This is an optimization exercise on Yosys and OpenROAD, whose aim is small area, a short achievable clock period and few clock cycles per item, not a production implementation. Only simulation tests tie the RTL to the original design; equivalence was not proved.

## flow/design.v (module list and top-level ports; edited modules follow where they fit)
// module PixelSolver: 2500 lines
module PixelSolver (
  input               io_cmd_valid,
  output              io_cmd_ready,
  input      [27:0]   io_cmd_payload_x,
  input      [27:0]   io_cmd_payload_y,
  output              io_rsp_valid,
  input               io_rsp_ready,
  output     [5:0]    io_rsp_payload_iteration,
  input               clk,
  input               reset
);
  // ...
==> flow/run.sh <==
#!/bin/bash
# synth_recipe.tcl (not shown) runs the flow's synth.tcl, then flattens the netlist and writes it again
# the make line also repeats each setting of config.mk as NAME=value (left out here)
make -C /OpenROAD-flow-scripts/flow DESIGN_CONFIG=/design/flow/config.mk WORK_HOME=/design/flow/orfs CLKGATE_MAP_FILE= SYNTH_SCRIPT=/design/flow/synth_recipe.tcl finish
==> flow/config.mk <==
export PLATFORM = sky130hd
export DESIGN_NAME = PixelSolver
export DESIGN_NICKNAME = PixelSolver
export VERILOG_FILES = /design/flow/design.v
export SDC_FILE = /design/flow/constraint.sdc
export NUM_CORES = 4
export LEC_CHECK = 0
export CAP_MARGIN = 20
export CORE_MARGIN = 2
export CORE_UTILIZATION = 40
export SLEW_MARGIN = 20
==> flow/constraint.sdc <==
create_clock -name core_clock -period 10.0 [get_ports {clk}]
set_input_delay 2.0000 -clock core_clock [delete_from_list [all_inputs] [get_ports {clk}]]
set_output_delay 2.0000 -clock core_clock [all_outputs]
set_load 0.01 [all_outputs]
==> reports/metrics.yaml, run 1 <==
outcome: "complete, no violations"
drive_gt1_share_pct: 7.69
setup_slack_ns: 4.03
synth_edf_count: 86
cts_buffers: 75
multi_input_area_share_pct: 62.7
place_congestion: 0.868
fillers: 14226
worstHoldStart: "x01[17]"
worstHoldPathType: "register to register"
synth_common_cells: "inv_1, fa_1, and2_1"
crit_path_max_incr_delay_ns: 0.88
clock_sinks: 634
pre_cts_slack_ns: 4.16
ys_types: 63
ys.warnings.count: 1
dieArea_mm2: 0.153
tightest_slew_ns: 1.09
yosysTopAreaCell: "fa_1"
synthAdderAreaFrac_pct: 39.7
drt_iter0_markers: 2838
ys_seq_area_share_pct: 22.7
synth.area.top_cells: "fa_1, dfxtp_1, inv_1"
setup_viol: 0
clk_latency_ns: 0.70
synth.avg_cell_area_um2: 10.2
htreeDepth: 3
route.met3.wl_um: 12300
first_pass_iters: 6
dr.max_layer_used: "met4"
ys.flop_type: "dfxtp_1"
fin_cells: 7730
cp-start-kind: "register"
fin_nets: 7062
met2_wirelength_um: 79200
fin_area_mm2: 0.0651
cts-root-buf: "clkbuf_16"
cts_buffer_depth: 3
wirelength_um: 168000
Testbench counts, summed over its fixed seeds: cycles 256,306, pixels 8,192.
==> run 2, diff against run 1 <==
--- a/flow/design.v
+++ b/flow/design.v
@@ -4,38 +4,42 @@
   input      [27:0]   io_cmd_payload_x,
   input      [27:0]   io_cmd_payload_y,
   output              io_rsp_valid,
   input               io_rsp_ready,
   output     [5:0]    io_rsp_payload_iteration,
   input               clk,
   input               reset
 );
-  reg         cb_v;
-  reg  [27:0] cb_x, cb_y;
   reg         v1;
   reg  [27:0] x1, y1, x01, y01, ckx1, cky1;
   reg  [5:0]  it1;
   reg  [1:0]  tag1;
+  reg  [13:0] bo1, bt1;      
+  reg  [13:0] bn1n;          
+  reg  [27:0] x1n;           
   reg         v2;
-  reg  [27:0] sxx2, cxx2, syy2, cyy2, sxy2, cxy2;
-  reg         cixx2, ciyy2, cixy2;
-  reg  [13:0] bo1, bt1;
-  reg  [27:0] x1n;
-  reg  [13:0] bn1n;
+  reg  [27:0] sxx2, cxx2;
+  reg         cixx2;
+  reg  [27:0] syy2, cyy2;
+  reg         ciyy2;
+  reg  [27:0] sxy2, cxy2;
+  reg  [19:0] lsxy2, lcxy2;
   reg  [27:0] x02, y02, ckx2, cky2;
   reg  [5:0]  it2;
   reg  [1:0]  tag2;
   reg         per2;
   reg  [3:0]  rob_v;
   reg  [5:0]  rob_d0, rob_d1, rob_d2, rob_d3;
   reg  [2:0]  nseq, head;
   reg         out_v;
   reg  [5:0]  out_d;
-  assign io_cmd_ready = !cb_v;
+  wire [2:0]  outstanding = nseq - head;
+  assign io_cmd_ready = !v1 && !outstanding[2];
+  wire        acc = io_cmd_valid && io_cmd_ready;
   assign io_rsp_valid = out_v;
   assign io_rsp_payload_iteration = out_d;
   wire pxx_hs1 = x1[2] ^ (x1[0] & x1[3]);
   wire pxx_hc2 = x1[2] & (x1[0] & x1[3]);
   wire pxx_hs3 = (x1[0] & x1[4]) ^ (x1[1] & x1[3]);
   wire pxx_hc4 = (x1[0] & x1[4]) & (x1[1] & x1[3]);
   wire pxx_fs5 = x1[3] ^ (x1[0] & x1[5]) ^ (x1[1] & x1[4]);
   wire pxx_fc6 = (x1[3] & (x1[0] & x1[5])) | (x1[3] & (x1[1] & x1[4])) | ((x1[0] & x1[5]) & (x1[1] & x1[4]));
@@ -2042,22 +2046,24 @@
   wire pxy_fs1981 = (((bo1[12] & ~x1n[23]) | (bt1[12] & ~x1n[22])) ^ bn12) ^ (((bo1[13] & ~x1n[21]) | (bt1[13] & ~x1n[20])) ^ bn13) ^ pxy_fc1970;
   wire pxy_fc1982 = ((((bo1[12] & ~x1n[23]) | (bt1[12] & ~x1n[22])) ^ bn12) & (((bo1[13] & ~x1n[21]) | (bt1[13] & ~x1n[20])) ^ bn13)) | ((((bo1[12] & ~x1n[23]) | (bt1[12] & ~x1n[22])) ^ bn12) & pxy_fc1970) | ((((bo1[13] & ~x1n[21]) | (bt1[13] & ~x1n[20])) ^ bn13) & pxy_fc1970);
   wire pxy_fs1983 = pxy_fc1972 ^ pxy_fs1979 ^ pxy_fs1981;
   wire pxy_fc1984 = (pxy_fc1972 & pxy_fs1979) | (pxy_fc1972 & pxy_fs1981) | (pxy_fs1979 & pxy_fs1981);
   wire pxy_fs1985 = pxy_fc1974 ^ pxy_fs1983 ^ pxy_fc1976;
   wire pxy_fc1986 = (pxy_fc1974 & pxy_fs1983) | (pxy_fc1974 & pxy_fc1976) | (pxy_fs1983 & pxy_fc1976);
   wire [47:0] pxy_s0 = {pxy_hc1978, pxy_hs1977, pxy_hc1958, pxy_hs1957, pxy_hc1934, pxy_hs1933, pxy_hc1906, pxy_hs1905, pxy_hc1874, pxy_hs1873, pxy_hc1838, pxy_hs1837, pxy_hc1798, pxy_hs1797, pxy_hc1754, pxy_hs1753, pxy_hc1706, pxy_fc1680, pxy_hc1654, pxy_hc1628, pxy_hc1602, pxy_hc1576, pxy_hc1552, pxy_hc1528, pxy_hc1506, pxy_hc1484, pxy_hc1464, pxy_hc1444, pxy_hc1426, pxy_hc1408, pxy_hc1392, pxy_hc1376, pxy_hc1362, pxy_hc1348, pxy_hc1336, pxy_hc1324, pxy_hc1314, pxy_hc1304, pxy_fs1301, pxy_fs1293, pxy_fs1285, pxy_fs1279, pxy_fs1273, pxy_fs1269, pxy_hc1266, (((bo1[1] & ~x1n[0]) | (bt1[1] & 1'b0)) ^ bn1), (((bo1[0] & ~x1n[1]) | (bt1[0] & ~x1n[0])) ^ bn0), bn0};
   wire [47:0] pxy_s1 = {pxy_fs1985, pxy_fc1968, pxy_fs1967, pxy_fc1946, pxy_fs1945, pxy_fc1920, pxy_fs1919, pxy_fc1890, pxy_fs1889, pxy_fc1856, pxy_fs1855, pxy_fc1818, pxy_fs1817, pxy_fc1776, pxy_fs1775, pxy_fc1730, pxy_fs1729, pxy_hs1705, pxy_fs1679, pxy_hs1653, pxy_hs1627, pxy_hs1601, pxy_hs1575, pxy_hs1551, pxy_hs1527, pxy_hs1505, pxy_hs1483, pxy_hs1463, pxy_hs1443, pxy_hs1425, pxy_hs1407, pxy_hs1391, pxy_hs1375, pxy_hs1361, pxy_hs1347, pxy_hs1335, pxy_hs1323, pxy_hs1313, pxy_hs1303, pxy_hs1295, pxy_hs1287, pxy_hs1281, pxy_hs1275, pxy_hs1271, pxy_hs1267, pxy_hs1265, 1'b0, (((bo1[0] & ~x1n[0]) | (bt1[0] & 1'b0)) ^ bn0)};
-  wire [20:0] pxy_lo = {1'b0, pxy_s0[19:0]} + {1'b0, pxy_s1[19:0]};
-  wire pxy_cy = pxy_lo[20];
+  wire [19:0] pxy_ls = pxy_s0[19:0];
+  wire [19:0] pxy_lc = pxy_s1[19:0];
   wire [27:0] pxy_hs = pxy_s0[47:20];
   wire [27:0] pxy_hc = pxy_s1[47:20];
   wire        per1 = (x1 == ckx1) && (y1 == cky1);
   wire        save1 = (it1[1:0] == 2'b00);
+  wire [20:0] loxy = {1'b0, lsxy2} + {1'b0, lcxy2};
+  wire cixy2 = loxy[20];
   wire nx_fs1987 = sxx2[0] ^ cxx2[0] ^ ~syy2[0];
   wire nx_fc1988 = (sxx2[0] & cxx2[0]) | (sxx2[0] & ~syy2[0]) | (cxx2[0] & ~syy2[0]);
   wire nx_fs1989 = ~cyy2[0] ^ x02[0] ^ nx_fs1987;
   wire nx_fc1990 = (~cyy2[0] & x02[0]) | (~cyy2[0] & nx_fs1987) | (x02[0] & nx_fs1987);
   wire nx_hs1991 = nx_fs1989 ^ ~ciyy2;
   wire nx_hc1992 = nx_fs1989 & ~ciyy2;
   wire nx_fs1993 = sxx2[1] ^ cxx2[1] ^ ~syy2[1];
   wire nx_fc1994 = (sxx2[1] & cxx2[1]) | (sxx2[1] & ~syy2[1]) | (cxx2[1] & ~syy2[1]);
@@ -2392,106 +2398,105 @@
   wire mag_fs2319 = cyy2[27] ^ mag_fc2314 ^ mag_fs2317;
   wire mag_fc2320 = (cyy2[27] & mag_fc2314) | (cyy2[27] & mag_fs2317) | (mag_fc2314 & mag_fs2317);
   wire [28:0] mag_t = {{mag_fc2316, mag_fc2312, mag_fc2308, mag_fc2304, mag_fc2300, mag_fc2296, mag_fc2292, mag_fc2288, mag_fc2284, mag_fc2280, mag_fc2276, mag_fc2272, mag_fc2268, mag_fc2264, mag_fc2260, mag_fc2256, mag_fc2252, mag_fc2248, mag_fc2244, mag_fc2240, mag_fc2236, mag_fc2232, mag_fc2228, mag_fc2224, mag_fc2220, mag_fc2216, mag_hc2212, mag_hs2211}, 1'b1} + {{mag_fs2319, mag_fs2315, mag_fs2311, mag_fs2307, mag_fs2303, mag_fs2299, mag_fs2295, mag_fs2291, mag_fs2287, mag_fs2283, mag_fs2279, mag_fs2275, mag_fs2271, mag_fs2267, mag_fs2263, mag_fs2259, mag_fs2255, mag_fs2251, mag_fs2247, mag_fs2243, mag_fs2239, mag_fs2235, mag_fs2231, mag_fs2227, mag_fs2223, mag_fs2219, mag_fs2215, ciyy2}, cixx2};
   wire [27:0] mag = {mag_t[28:1]};
   wire        esc = !mag[27] && (mag[26:22] != 5'd0);
   wire        last = esc || (it2 == 6'd63) || per2;
   wire [5:0]  res = per2 ? 6'd63 : it2;
   wire        retire = v2 && last;
-  wire [2:0]  outstanding = nseq - head;
-  wire        ins = cb_v && (!v2 || last) && !outstanding[2];
+  wire [28:0] ny_e = {ny, 1'b0};
+  wire [13:0] ny_bo, ny_bt, ny_bn;
+  genvar gk;
+  generate
+    for (gk = 0; gk < 14; gk = gk + 1) begin : booth_enc
+      assign ny_bo[gk] = ny_e[2*gk+1] ^ ny_e[2*gk];
+      assign ny_bt[gk] = (ny_e[2*gk+2] & ~ny_e[2*gk+1] & ~ny_e[2*gk]) |
+                         (~ny_e[2*gk+2] & ny_e[2*gk+1] & ny_e[2*gk]);
+      assign ny_bn[gk] = ny_e[2*gk+2];
+    end
+  endgenerate
   reg  [5:0]  rob_head;
   always @(*) begin
     case (head[1:0])
       2'd0: rob_head = rob_d0;
       2'd1: rob_head = rob_d1;
       2'd2: rob_head = rob_d2;
       default: rob_head = rob_d3;
     endcase
   end
   wire        out_free = !out_v || io_rsp_ready;
   wire        pop = out_free && rob_v[head[1:0]];
   always @(posedge clk or posedge reset) begin
     if (reset) begin
-      cb_v <= 1'b0;
       v1 <= 1'b0;
       v2 <= 1'b0;
       rob_v <= 4'd0;
       nseq <= 3'd0;
       head <= 3'd0;
       out_v <= 1'b0;
     end else begin
-      if (ins) cb_v <= 1'b0;
-      else if (io_cmd_valid) cb_v <= 1'b1;
-      v1 <= ins || (v2 && !last);
-      v2 <= v1;
-      if (ins) nseq <= nseq + 3'd1;
+      v1 <= v2 && !last;
+      v2 <= v1 || acc;
+      if (acc) nseq <= nseq + 3'd1;
       if (pop) head <= head + 3'd1;
       if (out_free) out_v <= rob_v[head[1:0]];
       rob_v <= (rob_v & ~({3'd0, pop} << head[1:0])) | ({3'd0, retire} << tag2);
     end
   end
-  wire [27:0] x1_d = ins ? cb_x : nx;
-  wire [27:0] y1_d = ins ? cb_y : ny;
-  wire [28:0] y1_e = {y1_d, 1'b0};
-  wire [13:0] y1_bo, y1_bt;
-  genvar gk;
-  generate
-    for (gk = 0; gk < 14; gk = gk + 1) begin : booth_enc
-      assign y1_bo[gk] = y1_e[2*gk+1] ^ y1_e[2*gk];
-      assign y1_bt[gk] = (y1_e[2*gk+2] & ~y1_e[2*gk+1] & ~y1_e[2*gk]) |
-                         (~y1_e[2*gk+2] & y1_e[2*gk+1] & y1_e[2*gk]);
-    end
-  endgenerate
   always @(posedge clk) begin
-    if (!cb_v) begin
-      cb_x <= io_cmd_payload_x;
-      cb_y <= io_cmd_payload_y;
-    end
-    if (ins) begin
-      x1 <= cb_x;
-      y1 <= cb_y;
-      x01 <= cb_x;
-      y01 <= cb_y;
-      ckx1 <= 28'd0;
-      cky1 <= 28'd0;
-      it1 <= 6'd1;
-      tag1 <= nseq[1:0];
+    x1 <= nx;
+    y1 <= ny;
+    x1n <= ~nx;
+    bo1 <= ny_bo;
+    bt1 <= ny_bt;
+    bn1n <= ~ny_bn;
+    x01 <= x02;
+    y01 <= y02;
+    ckx1 <= ckx2;
+    cky1 <= cky2;
+    it1 <= it2 + 6'd1;
+    tag1 <= tag2;
+    if (v1) begin
+      sxx2 <= pxx_hs;
+      cxx2 <= pxx_hc;
+      cixx2 <= pxx_cy;
+      syy2 <= pyy_hs;
+      cyy2 <= pyy_hc;
+      ciyy2 <= pyy_cy;
+      sxy2 <= pxy_hs;
+      cxy2 <= pxy_hc;
+      lsxy2 <= pxy_ls;
+      lcxy2 <= pxy_lc;
+      x02 <= x01;
+      y02 <= y01;
+      ckx2 <= save1 ? x1 : ckx1;
+      cky2 <= save1 ? y1 : cky1;
+      it2 <= it1;
+      tag2 <= tag1;
+      per2 <= per1;
     end else begin
-      x1 <= nx;
-      y1 <= ny;
-      x01 <= x02;
-      y01 <= y02;
-      ckx1 <= ckx2;
-      cky1 <= cky2;
-      it1 <= it2 + 6'd1;
-      tag1 <= tag2;
+      sxx2 <= 28'd0;
+      cxx2 <= 28'd0;
+      cixx2 <= 1'b0;
+      syy2 <= 28'd0;
+      cyy2 <= 28'd0;
+      ciyy2 <= 1'b0;
+      sxy2 <= 28'd0;
+      cxy2 <= 28'd0;
+      lsxy2 <= 20'd0;
+      lcxy2 <= 20'd0;
+      x02 <= io_cmd_payload_x;
+      y02 <= io_cmd_payload_y;
+      ckx2 <= 28'd0;
+      cky2 <= 28'd0;
+      it2 <= 6'd0;
+      tag2 <= nseq[1:0];
+      per2 <= 1'b0;
     end
-    sxx2 <= pxx_hs;
-    cxx2 <= pxx_hc;
-    cixx2 <= pxx_cy;
-    syy2 <= pyy_hs;
-    cyy2 <= pyy_hc;
-    ciyy2 <= pyy_cy;
-    sxy2 <= pxy_hs;
-    cxy2 <= pxy_hc;
-    cixy2 <= pxy_cy;
-    bo1 <= y1_bo;
-    x1n <= ~x1_d;
-    bn1n <= ~{y1_d[27], y1_d[25], y1_d[23], y1_d[21], y1_d[19], y1_d[17], y1_d[15],
-              y1_d[13], y1_d[11], y1_d[9], y1_d[7], y1_d[5], y1_d[3], y1_d[1]};
-    bt1 <= y1_bt;
-    x02 <= x01;
-    y02 <= y01;
-    ckx2 <= save1 ? x1 : ckx1;
-    cky2 <= save1 ? y1 : cky1;
-    it2 <= it1;
-    tag2 <= tag1;
-    per2 <= per1;
     if (retire) begin
       case (tag2)
         2'd0: rob_d0 <= res;
         2'd1: rob_d1 <= res;
         2'd2: rob_d2 <= res;
         default: rob_d3 <= res;
       endcase
     end
==> reports/metrics.yaml, run 2 <==
outcome: "complete, no violations"
synth.avg_cell_area_um2: 9.81  # -4.0%
portBuffers: 67
synth_area_mm2: 0.0597
synth.most_common_cell: "inv_1"
cts_buffer_depth: 3  # unchanged
viasPerCell: 5.17
first_global_vias: 44555
cp-start-kind: "register"
first_pass_iters: 6  # unchanged
synth_edf_count: 30  # -65%
layout.cells.most_common: "inv_1"
min_period_ns: 4.92
syn_nets: 7420
hold_buffers: 0
cts_buffers: 75  # unchanged
synth_common_cells: "inv_1, fa_1, and2_1"
end_kind: "register"
path_buf_inv: 6
drc: 0
regArea_mm2: 0.0127
clk_latency_ns: 0.72  # +0.02 ns
fmax_mhz: 203
ys.flop_type: "dfxtp_1"
track_usage_pct: 22.8
clock_sinks: 615  # -3.0%
wirelength_um: 169000  # +0.57%
fin_nets: 7276  # +3.0%
synthCells: 6083
ys_types: 84  # +33%
ys.warnings.count: 1  # unchanged
post_drt_wl_per_cell_um: 21.3
cts_tree: "built"
cp_cell_sequence: "inv_1, buf_4, xnor2_1, inv_1, ha_1, fa_1, fa_1, inv_1, fa_1, inv_1, fa_1, inv_1, fa_1, and2_1"
path_class: "register to register"
dpl.cell_count: 7792
cts.clk_slew.worst_paths_ns: 0.06
relSlewSlack_pct: 22.2
place_congestion: 0.896  # +3.2%
setup_tns_ns: 0
critPathRequiredTime_ns: 10.60
final_cell_mix: "inv_1, fa_1, and2_1"
yosys.area.top_type_share_pct: 35.0
grt_overflow: 0
fillers: 14206  # -0.14%
crit_path_max_incr_delay_ns: 0.79  # -0.09 ns
slew_violations: 0
dp_hpwl_um: 118000
critical_path_arrival_ns: 5.52
die_w_um: 390
finalClockSkew_ns: 0.0503
vias: 40982
synth.area.top_cells: "fa_1, dfxtp_1, and2_1"
core_area_mm2: 0.148
postCtsSetupBuffers: 0
drt_iter0_markers: 3018  # +6.3%
yosys_register_bits: 615
n_antenna_cell: 0
grt_max_degree: 113
syn2layout_area_growth_pct: 8.70
multiInputGateArea_mm2: 0.0410
hold_viol: 0
die_y_um: 390
fin_crit_sh_pct: 49.2
initial_core_util_pct: 40.3
io_pins: 68
dieArea_mm2: 0.152  # -0.36%
drtAntennaViolNets: 0
async_flop_share_pct: 2.11
cp_top_family: "adder cells"
cts-root-buf: "clkbuf_16"
drive_gt1_share_pct: 6.18  # -1.5 points
setup_viol: 0  # unchanged
tightest_slew_ns: 1.17  # +0.0793 ns
fin_cells: 7929  # +2.6%
ys_seq_area_share_pct: 21.2  # -1.5 points
worstHoldPathType: "register to register"
drv_cap: 0
cts.repair.resized: 0
rsz0062_at_grt: "false"
yosysTopAreaCell: "fa_1"
htreeDepth: 3  # unchanged
rows: 141
critPathSlowestCell: "dfxtp_1"
grt_pass1_wl_um: 266000
cp_max_fo: 16
antenna_found_initial: 2
[run 2: cell types whose count changed in the layout (fill, tap and decap cells not counted), sizes merged, moves of 21 or more]
cell / delta
edfxtp: -56
mux2: -74
inv: +155
dfxtp: +38
a21boi: +57
nor2: -23
nor2b: -58
nand2: +97
a21oi: -28
nor3: -21
and2: +192
[run 2: kinds of logic after synthesis]
group / share of synthesized area, %
muxes: 1.48
adders and majority gates: 39.9
and+or+nand+nor: 11.8
xor gates and xnor gates: 8.01
buffers and inverters: 10.1
AOI/OAI and AO/OA: 7.55
DFF: 21.2
[run 2: worst paths after layout]
kind                           from  endpoint  slack (ns)  cells after the start
max                         bn1n[2]  cxy2[15]        5.08                     14
min                        cky2[19]  cky1[19]        0.31                      0
max reg2reg                 bn1n[2]  cxy2[15]        5.08                     14
min reg2reg                cky2[19]  cky1[19]        0.31                      0
max in group asynchronous     reset        v1        7.99                      2
min in group asynchronous     reset   nseq[1]        1.64                      2
[run 2: worst reg2reg max path, cell delays in order (launching register included)]
cell,delay (ns)
dfxtp_1,0.79
inv_1,0.34
buf_4,0.34
xnor2_1,0.50
inv_1,0.09
ha_1,0.24
fa_1,0.48
fa_1,0.50
inv_1,0.05
fa_1,0.50
inv_1,0.05
fa_1,0.35
inv_1,0.07
fa_1,0.39
and2_1,0.16
[run 2: metal layers]
| metal | GRT usage, % | vias to the layer above | share of wire (%) |
|---|---|---|---|
| met5 | 0 | - | 0 |
| met4 | 8.83 | 0 | 4.4 |
| met1 | 30.3 | 20974 | 42 |
| li1 | - | 18108 | - |
| met3 | 4.78 | 386 | 7.6 |
| met2 | 36.5 | 1514 | 46 |
[run 2: layout make-up]
class | count | share of cell area (%)
clock buffers | 94 | 3.16
clock inverters | 43 | 1.11
inverters | 1220 | 7.06
multi-input cells | 3864 | 63.2
flip-flops and latches | 615 | 19.6
well taps | 1930 | 3.72
repair buffers | 163 | 2.16
[run 2: stage by stage]
stage | setup WS, ns | area [um^2] | utilization (%) | hold WS (ns)
global route | 4.85 | 64900 | 43.8 | 0.317
global placement | 5.10 | 62100 | 42.0 | 0.310
floorplan | 5.49 | 59700 | - | 0.310
detailed placement | 5.08 | 62100 | 42.0 | 0.312
CTS | 5.10 | 64900 | 43.8 | 0.316
finish | 5.08 | 64900 | 43.8 | 0.315
Testbench counts of run 2, summed over its fixed seeds: cycles 263,406, pixels 8,192.
==> run 3, diff against run 2 <==
==> flow/flow/run.sh (new file) <==
#!/bin/bash
# Standard layout, with one extra step between synthesis and floorplan:
# flow/polarity.py removes the inverters that Yosys's adder extraction leaves
# between full adders (full adders are self-dual), choosing each adder's
# signal polarity so that as few inverters as possible remain. Registers and
# every non-inverter cell keep their names and types.
set -euo pipefail
R=orfs/results/${FLOW_PLATFORM}/PixelSolver/base
bash standard.sh synth > synth.log 2>&1
cp "$R/1_2_yosys.v" yosys_standard.v
python3 flow/polarity.py yosys_standard.v polarity.v > polarity.log 2>&1
cp polarity.v "$R/1_2_yosys.v"
rm -f "$R/1_synth.odb"
bash standard.sh finish > finish.log 2>&1
==> flow/flow/polarity.py (new file) <==
#!/usr/bin/env python3
"""Inverter-polarity clean-up of a Yosys gate netlist (sky130hd).

Full adders are self-dual: FA(~a,~b,~c) = (~sum, ~cout). Yosys's adder
extraction leaves many inverters between full adders. This pass removes every
inverter that drives only cell pins, then chooses for each full adder whether
it works on true or complemented signals (and swaps and2/nand2, or2/nor2,
xor2/xnor2 where that helps) so that as few inverters as possible are needed,
and puts those back. The function of the netlist is unchanged; registers,
ports and every other cell are untouched.

usage: polarity.py in.v out.v
"""
import re
import sys

INV = {"sky130_fd_sc_hd__inv_1", "sky130_fd_sc_hd__inv_2", "sky130_fd_sc_hd__inv_4",
       "sky130_fd_sc_hd__clkinv_1", "sky130_fd_sc_hd__clkinv_2"}
FA = {"sky130_fd_sc_hd__fa_1", "sky130_fd_sc_hd__fa_2", "sky130_fd_sc_hd__fa_4"}
SWAP = {
    "sky130_fd_sc_hd__and2_1": ("sky130_fd_sc_hd__nand2_1", 6.256, 3.754),
    "sky130_fd_sc_hd__nand2_1": ("sky130_fd_sc_hd__and2_1", 3.754, 6.256),
    "sky130_fd_sc_hd__or2_1": ("sky130_fd_sc_hd__nor2_1", 6.256, 3.754),
    "sky130_fd_sc_hd__nor2_1": ("sky130_fd_sc_hd__or2_1", 3.754, 6.256),
    "sky130_fd_sc_hd__xor2_1": ("sky130_fd_sc_hd__xnor2_1", 8.758, 8.758),
    "sky130_fd_sc_hd__xnor2_1": ("sky130_fd_sc_hd__xor2_1", 8.758, 8.758),
}
OUTPINS = {"X", "Y", "Q", "Q_N", "SUM", "COUT", "HI", "LO"}
INV_AREA = 3.754


def main():
    src = open(sys.argv[1]).read()
    m = re.search(r"^\s*sky130_fd_sc_hd__\w+\s+\S+\s*\(", src, re.M)
    head = src[:m.start()]
    end = src.rindex("endmodule")
    body = src[m.start():end]
    tail = src[end:]
    assert "assign" not in body
    cells = []
    for cm in re.finditer(r"(sky130_fd_sc_hd__\w+)\s+(\\\S+\s|\S+)\s*\((.*?)\);", body, re.S):
        pins = {}
        for pm in re.finditer(r"\.(\w+)\(([^()]*)\)", cm.group(3)):
            pins[pm.group(1)] = pm.group(2).strip()
        cells.append([cm.group(1), cm.group(2).strip(), pins])
    # ports
    outports = set()
    for pm in re.finditer(r"^\s*output\s+(\[(\d+):(\d+)\]\s+)?(\S+);", head, re.M):
        if pm.group(1):
            for i in range(int(pm.group(3)), int(pm.group(2)) + 1):
                outports.add("%s[%d]" % (pm.group(4), i))
        else:
            outports.add(pm.group(4))

    driver = {}
    for ci, (t, n, pins) in enumerate(cells):
        for p, net in pins.items():
            if p in OUTPINS:
                driver[net] = (ci, p)
    removable = set()
    for ci, (t, n, pins) in enumerate(cells):
        if t in INV and pins["Y"] not in outports:
            removable.add(ci)

    def root(net):
        par = 0
        seen = 0
        while net in driver and driver[net][0] in removable:
            net = cells[driver[net][0]][2]["A"]
            par ^= 1
            seen += 1
            assert seen < 100
        return net, par

    # consumers: root -> list of (cell, pin, parity)
    cons = {}
    for ci, (t, n, pins) in enumerate(cells):
        if ci in removable:
            continue
        for p, net in pins.items():
            if p in OUTPINS:
                continue
            r, par = root(net)
            cons.setdefault(r, []).append((ci, p, par))
    # a removed inverter's output that is a register or port name is never used
    # as such here: only cell pins read nets.
    flip = [0] * len(cells)
    flippable = [ci for ci, c in enumerate(cells) if (c[0] in FA or c[0] in SWAP)
                 and not any(c[2][p] in outports for p in c[2] if p in OUTPINS)]

    def phys(r):
        d = driver.get(r)
        return flip[d[0]] if d else 0

    def need(ci, par):
        return par ^ (flip[ci] if cells[ci][0] in FA else 0)

    def net_cost(r):
        ph = phys(r)
        for ci, p, par in cons.get(r, ()):
            if need(ci, par) != ph:
                return INV_AREA
        return 0.0

    def cell_area(ci):
        t = cells[ci][0]
        if t in SWAP:
            return SWAP[t][2] if flip[ci] else SWAP[t][1]
        return 0.0

    def affected(ci):
        t, n, pins = cells[ci]
        rs = set()
        for p, net in pins.items():
            if p in OUTPINS:
                rs.add(net)
            elif t in FA:
                rs.add(root(net)[0])
        return rs

    aff = {ci: affected(ci) for ci in flippable}
    total0 = sum(net_cost(r) for r in cons)
    improved = True
    rounds = 0
    while improved and rounds < 50:
        improved = False
        rounds += 1
        for ci in flippable:
            rs = aff[ci]
            before = sum(net_cost(r) for r in rs) + cell_area(ci)
            flip[ci] ^= 1
            after = sum(net_cost(r) for r in rs) + cell_area(ci)
            if after < before - 1e-9:
                improved = True
            else:
                flip[ci] ^= 1
    # simulated annealing from the greedy result, keeping the best
    import math
    import random
    rng = random.Random(1)
    cur = sum(net_cost(r) for r in cons) + sum(cell_area(ci) for ci in flippable)
    best, best_flip = cur, list(flip)
    steps = 400 * len(flippable)
    for k in range(steps):
        temp = 4.0 * (1 - k / steps) + 0.05
        ci = flippable[rng.randrange(len(flippable))]
        rs = aff[ci]
        before = sum(net_cost(r) for r in rs) + cell_area(ci)
        flip[ci] ^= 1
        after = sum(net_cost(r) for r in rs) + cell_area(ci)
        d = after - before
        if d <= 0 or rng.random() < math.exp(-d / temp):
            cur += d
            if cur < best - 1e-9:
                best, best_flip = cur, list(flip)
        else:
            flip[ci] ^= 1
    flip[:] = best_flip
    total1 = sum(net_cost(r) for r in cons)

    # rebuild
    newwires = []
    ninv = 0
    invnet = {}
    for r, lst in cons.items():
        ph = phys(r)
        for ci, p, par in lst:
            if need(ci, par) != ph:
                if r not in invnet:
                    ninv += 1
                    invnet[r] = "pol_n%d" % ninv
                    newwires.append(invnet[r])
                cells[ci][2][p] = invnet[r]
            else:
                cells[ci][2][p] = r
    out = []
    for ci, (t, n, pins) in enumerate(cells):
        if ci in removable:
            continue
        if t in SWAP and flip[ci]:
            t2 = SWAP[t][0]
            po = "X" if "X" in pins else "Y"
            pn = "Y" if t2.split("__")[1].startswith(("nand", "nor", "xnor")) else "X"
            pins = {(pn if p == po else p): v for p, v in pins.items()}
            t = t2
        out.append("  %s %s (\n%s\n  );\n" % (t, n if not n.startswith("\\") else n + " ",
                                            ",\n".join("    .%s(%s)" % (p, fmt(v)) for p, v in pins.items())))
    for r, w in invnet.items():
        out.append("  sky130_fd_sc_hd__inv_1 %s_i (\n    .A(%s),\n    .Y(%s)\n  );\n" % (w, fmt(r), w))
    head = head + "".join("  wire %s;\n" % w for w in newwires)
    open(sys.argv[2], "w").write(head + "".join(out) + tail)
    nflip_fa = sum(1 for ci in flippable if flip[ci] and cells[ci][0] in FA)
    nflip_g = sum(1 for ci in flippable if flip[ci] and cells[ci][0] in SWAP)
    sys.stderr.write("polarity: removed %d inverters, added %d; flipped %d adders, %d gates;"
                     " inverter+swap cost %.0f -> %.0f after %d rounds\n"
                     % (len(removable), ninv, nflip_fa, nflip_g, total0, total1, rounds))


def fmt(net):
    if net.startswith("\\") and not net.endswith(" "):
        return net + " "
    return net


if __name__ == "__main__":
    main()
==> flow/standard.sh (new file) <==
#!/bin/bash
# synth_recipe.tcl (not shown) runs the flow's synth.tcl, then flattens the netlist and writes it again
# the make line also repeats each setting of config.mk as NAME=value (left out here)
make -C /OpenROAD-flow-scripts/flow DESIGN_CONFIG=/design/flow/config.mk WORK_HOME=/design/flow/orfs CLKGATE_MAP_FILE= SYNTH_SCRIPT=/design/flow/synth_recipe.tcl "${@:-finish}"
removed: flow/run.sh
==> reports/metrics.yaml, run 3 <==
die_y_um: 378  # -3.0%
dieArea_mm2: 0.143  # -6.0%
core_area_mm2: 0.139  # -5.8%
rsz0062_at_grt: "false"
htreeDepth: 3  # unchanged
setup_tns_ns: 0  # unchanged
fmax_mhz: 191  # -6.0%
cts_tree: "built"
drt_iter0_markers: 2847  # -5.7%
synthCells: 5262  # -13%
portBuffers: 67  # unchanged
dp_hpwl_um: 115000  # -2.3%
cts-root-buf: "clkbuf_16"
first_pass_iters: 6  # unchanged
io_pins: 68  # unchanged
grt_max_degree: 91  # -19%
drv_cap: 0  # unchanged
outcome: "complete, no violations"
final_core_util_pct: 44.0  # +0.20 points
fillers: 13121  # -7.6%
holdWs_ns: 0.314  # -0.000791 ns
synth.avg_cell_area_um2: 10.7  # +8.6%
drive_gt1_share_pct: 6.96  # +0.77 points
setup_viol: 0  # unchanged
grt_overflow: 0  # unchanged
layout.cells.most_common: "fa_1"
tightest_slew_ns: 1.21  # +0.0413 ns
place_congestion: 0.898  # +0.20%
grt_pass1_wl_um: 257000  # -3.4%
clock_sinks: 615  # unchanged
track_usage_pct: 23.8  # +1.0 points
slew_violations: 0  # unchanged
initial_core_util_pct: 40.2  # -0.089 points
drc: 0  # unchanged
cts_buffer_depth: 3  # unchanged
fin_crit_sh_pct: 52.3  # +3.1 points
cts_buffers: 77  # +2.7%
path_class: "register to register"
cts.clk_slew.worst_paths_ns: 0.06  # about the same
antenna_found_initial: 3  # +1
synth_area_mm2: 0.0561  # -6.1%
cts.repair.resized: 0  # unchanged
fin_cells: 7081  # -11%
critical_path_arrival_ns: 5.82  # +0.30 ns
worstHoldPathType: "register to register"
relSlewSlack_pct: 19.0  # -3.2 points
wirelength_um: 166000  # -1.6%
end_kind: "register"
ys.warnings.count: 1  # unchanged
syn_nets: 6599  # -11%
rows: 137  # -2.8%
final_cell_mix: "fa_1, dfxtp_1, nand2_1"
vias: 38380  # -6.3%
cp-start-kind: "register"
hold_buffers: 0  # unchanged
first_global_vias: 41962  # -5.8%
critPathRequiredTime_ns: 10.59  # about the same
die_w_um: 378  # -3.0%
clk_latency_ns: 0.71  # about the same
post_drt_wl_per_cell_um: 23.4  # +10%
finalClockSkew_ns: 0.0478  # -0.00242 ns
fin_nets: 6477  # -11%
cp_max_fo: 28  # +12
drtAntennaViolNets: 0  # unchanged
dpl.cell_count: 6937  # -11%
min_period_ns: 5.23  # +0.313 ns
viasPerCell: 5.42  # +4.9%
syn2layout_area_growth_pct: 9.45
hold_viol: 0  # unchanged
postCtsSetupBuffers: 0  # unchanged
==> run 3: routing by layer <==
layer / routed length [um] / vias up / global-route usage (%)
met3: 12600 / 449 / 4.82
met2: 77000 / 1766 / 38.3
met1: 66700 / 19662 / 30.4
li1: - / 16501 / -
met5: 106 / - / 0.549
met4: 9450 / 2 / 11.9
==> run 3: layout make-up <==
type,count,area [um^2],area share [%]
clock inverters,37,641,1.04
multi-input cells,3864,40500,65.9
clock buffers,104,2170,3.53
well taps,1876,2350,3.82
diodes,3,7.51,0.0122
flip-flops and latches,615,12700,20.7
inverters,399,1500,2.44
repair buffers,183,1540,2.51
==> run 3: per-stage QoR <==
step	setup slack (ns)	area (um^2)
4_1_cts	5.02	61400
2_1_floorplan	5.35	56100
3_3_place_gp	5.05	58600
3_5_place_dp	5.05	58600
5_1_grt	4.58	61400
6_report	4.77	61400
==> run 3: critical path, stage by stage (launching register included) <==
cell	delay (ns)
dfxtp_1	0.33
clkinv_1	0.84
o22ai_1	0.54
xnor2_1	0.14
fa_1	0.46
fa_1	0.38
inv_1	0.09
fa_1	0.42
fa_1	0.40
fa_1	0.46
fa_1	0.39
fa_1	0.49
inv_1	0.04
and2_1	0.15
==> run 3: final timing paths <==
path                       startpoint        to  slack [ns]  depth (start not counted)
max                            bo1[6]   cxy2[9]        4.77                         13
min                          cky2[15]  cky1[15]        0.31                          0
max reg2reg                    bo1[6]   cxy2[9]        4.77                         13
min reg2reg                  cky2[15]  cky1[15]        0.31                          0
max in group asynchronous       reset        v1        7.93                          2
min in group asynchronous       reset        v2        1.67                          2
==> run 4, diff against run 3 <==
--- a/flow/flow/run.sh
+++ b/flow/flow/run.sh
@@ -5,4 +5,7 @@
 # signal polarity so that as few inverters as possible remain. Registers and
 # every non-inverter cell keep their names and types.
+# The clock period is 10 ns, far above what the design needs, so by default
+# the timing repair steps have nothing to do; a setup margin makes them work
+# towards a shorter achieved period (the constraints themselves are unchanged).
 set -euo pipefail
 R=orfs/results/${FLOW_PLATFORM}/PixelSolver/base
@@ -12,3 +15,3 @@
 cp polarity.v "$R/1_2_yosys.v"
 rm -f "$R/1_synth.odb"
-bash standard.sh finish > finish.log 2>&1
+bash standard.sh SETUP_SLACK_MARGIN=6 finish > finish.log 2>&1
==> reports/metrics.yaml, run 4 <==
outcome: "complete, no violations"
rsz0062_at_grt: "true"
worstHoldStart: "cky2[19]"
finalClockSkew_ns: 0.0397  # -0.00811 ns
place_congestion: 0.880  # -2.1%
reg2reg_from: "bn1n[7]"
dp_hpwl_um: 111000  # -3.9%
rrSetupSlack_ns: 5.81  # +1.04 ns
cts_tree: "built"
cp-start-kind: "register"
dpl.cell_count: 6928  # -0.13%
end_kind: "register"
viasPerCell: 5.50  # +1.5%
synthCells: 5262  # unchanged
cts-root-buf: "clkbuf_16"
die_w_um: 378  # unchanged
critPathRequiredTime_ns: 10.57  # -0.02 ns
layout.cells.most_common: "fa_1"
fin_nets: 6690  # +3.3%
io_pins: 68  # unchanged
initial_core_util_pct: 40.2  # unchanged
wirelength_um: 173000  # +4.2%
antenna_found_initial: 7  # +4
grt_pass1_wl_um: 259000  # +0.52%
hold_viol: 0  # unchanged
fin_crit_sh_pct: 41.9  # -10 points
fmax_mhz: 239  # +25%
setup_tns_ns: 0  # unchanged
first_global_vias: 42478  # +1.2%
portBuffers: 67  # unchanged
relSlewSlack_pct: 37.7  # +19 points
fin_cells: 7286  # +2.9%
post_drt_wl_per_cell_um: 23.7  # +1.2%
drive_gt1_share_pct: 18.0  # +11 points
vias: 40099  # +4.5%
track_usage_pct: 23.7  # -0.054 points
syn_nets: 6599  # unchanged
die_y_um: 378  # unchanged
tightest_slew_ns: 0.934  # -0.273 ns
grt_overflow: 0  # unchanged
core_area_mm2: 0.139  # unchanged
setup_viol: 0  # unchanged
dieArea_mm2: 0.143  # unchanged
first_pass_iters: 9  # +3
drv_cap: 0  # unchanged
slew_violations: 0  # unchanged
syn2layout_area_growth_pct: 19.2
crit_start: "bn1n[7]"
cts_buffer_depth: 3  # unchanged
cts_buffers: 74  # -3.9%
ys.warnings.count: 1  # unchanged
synth_area_mm2: 0.0561  # unchanged
cp_max_fo: 30  # +7.1%
path_class: "register to register"
worstHoldPathType: "register to register"
clk_latency_ns: 0.69  # -0.02 ns
final_cell_mix: "fa_1, nand2_1, and2_1"
rows: 137  # unchanged
cts.clk_slew.worst_paths_ns: 0.06  # about the same
min_period_ns: 4.19  # -1.04 ns
drc: 0  # unchanged
hold_buffers: 0  # unchanged
synth.avg_cell_area_um2: 10.7  # unchanged
drt_iter0_markers: 4074  # +43%
htreeDepth: 3  # unchanged
clock_sinks: 615  # unchanged
critical_path_arrival_ns: 4.76  # -1.06 ns
drtAntennaViolNets: 0  # unchanged
grt_max_degree: 107  # +18%
[run 4: layer usage]
layer / vias up / routed length, um / global-route usage [%]
li1: 16938 / - / -
met1: 20352 / 67800 / 30.8
met2: 2181 / 79200 / 38.0
met3: 622 / 16500 / 5.51
met4: 6 / 9180 / 9.97
met5: - / 61 / 0
[run 4: final cells by class]
cell class,count,area (um^2)
multi-input cells,3864,42300
well taps,1876,2350
diodes,1,2.50
clock inverters,31,377
repair buffers,391,5060
clock buffers,101,2150
flip-flops and latches,615,12900
fillers,12403,72500
inverters,399,1650
repair inverters,8,58.8
[run 4: worst max-delay path, stage by stage (launching register included)]
cell	delay [ns]
dfxtp_2	0.33
buf_8	0.33
xnor2_1	0.16
fa_2	0.38
fa_2	0.40
inv_2	0.07
fa_1	0.45
fa_2	0.39
fa_1	0.51
fa_2	0.36
fa_2	0.52
inv_1	0.03
and2_1	0.14
[run 4: repair_timing]
item / in CTS / in global routing
pin swaps: 74 / 123
resized for setup: 393 / 377
setup endpoints to repair: 183 / 127
setup buffers: 56 / 125
gates cloned: 25 / 19
[run 4: path summary, 6_finish.rpt]
kind / endpoint / depth (start not counted)
max: cxy2[9] / 12
min: cky1[19] / 0
max in group asynchronous: v1 / 2
min in group asynchronous: rob_v[3] / 2
max reg2reg: cxy2[9] / 12
min reg2reg: cky1[19] / 0
[run 4: metrics by stage]
stage	area [um^2]	worst slack, ns	utilization, %	hold WS (ns)
after floorplan	56600	5.98	-	0.310
after global placement	58600	5.21	42.0	0.310
after detailed placement	58600	5.13	42.0	0.312
after CTS	63700	5.83	45.7	0.302
after global routing	66800	5.70	48.0	0.311
final	66800	5.81	48.0	0.300

-- static timing again, ports no longer ideal --
How much do the figures lean on ideal ports? The routed layouts below were timed once more, with nothing changed but the port constraints.
Step 1 assumes that a clkbuf_16 drives the clock port and a buf_2 every other input.
Step 2 times the ports against the registers' clock, not the clock port: input delays grow and output delays shrink by t, the midpoint of the rising clock arrivals with the driver on.
a / b / c = ideal ports / drivers / drivers and shift; a / b = the first two.
run	t, ns	setup WS [ns]	clock arrival spread, ns
run 1	0.766	4.027 / 4.027 / 4.027	0.040 / 0.040
run 2	0.778	5.083 / 5.083 / 5.083	0.051 / 0.051
run 3	0.757	4.770 / 4.770 / 4.770	0.048 / 0.048
run 4	0.744	5.811 / 5.811 / 5.811	0.040 / 0.041
After both steps every run listed still meets setup and hold.
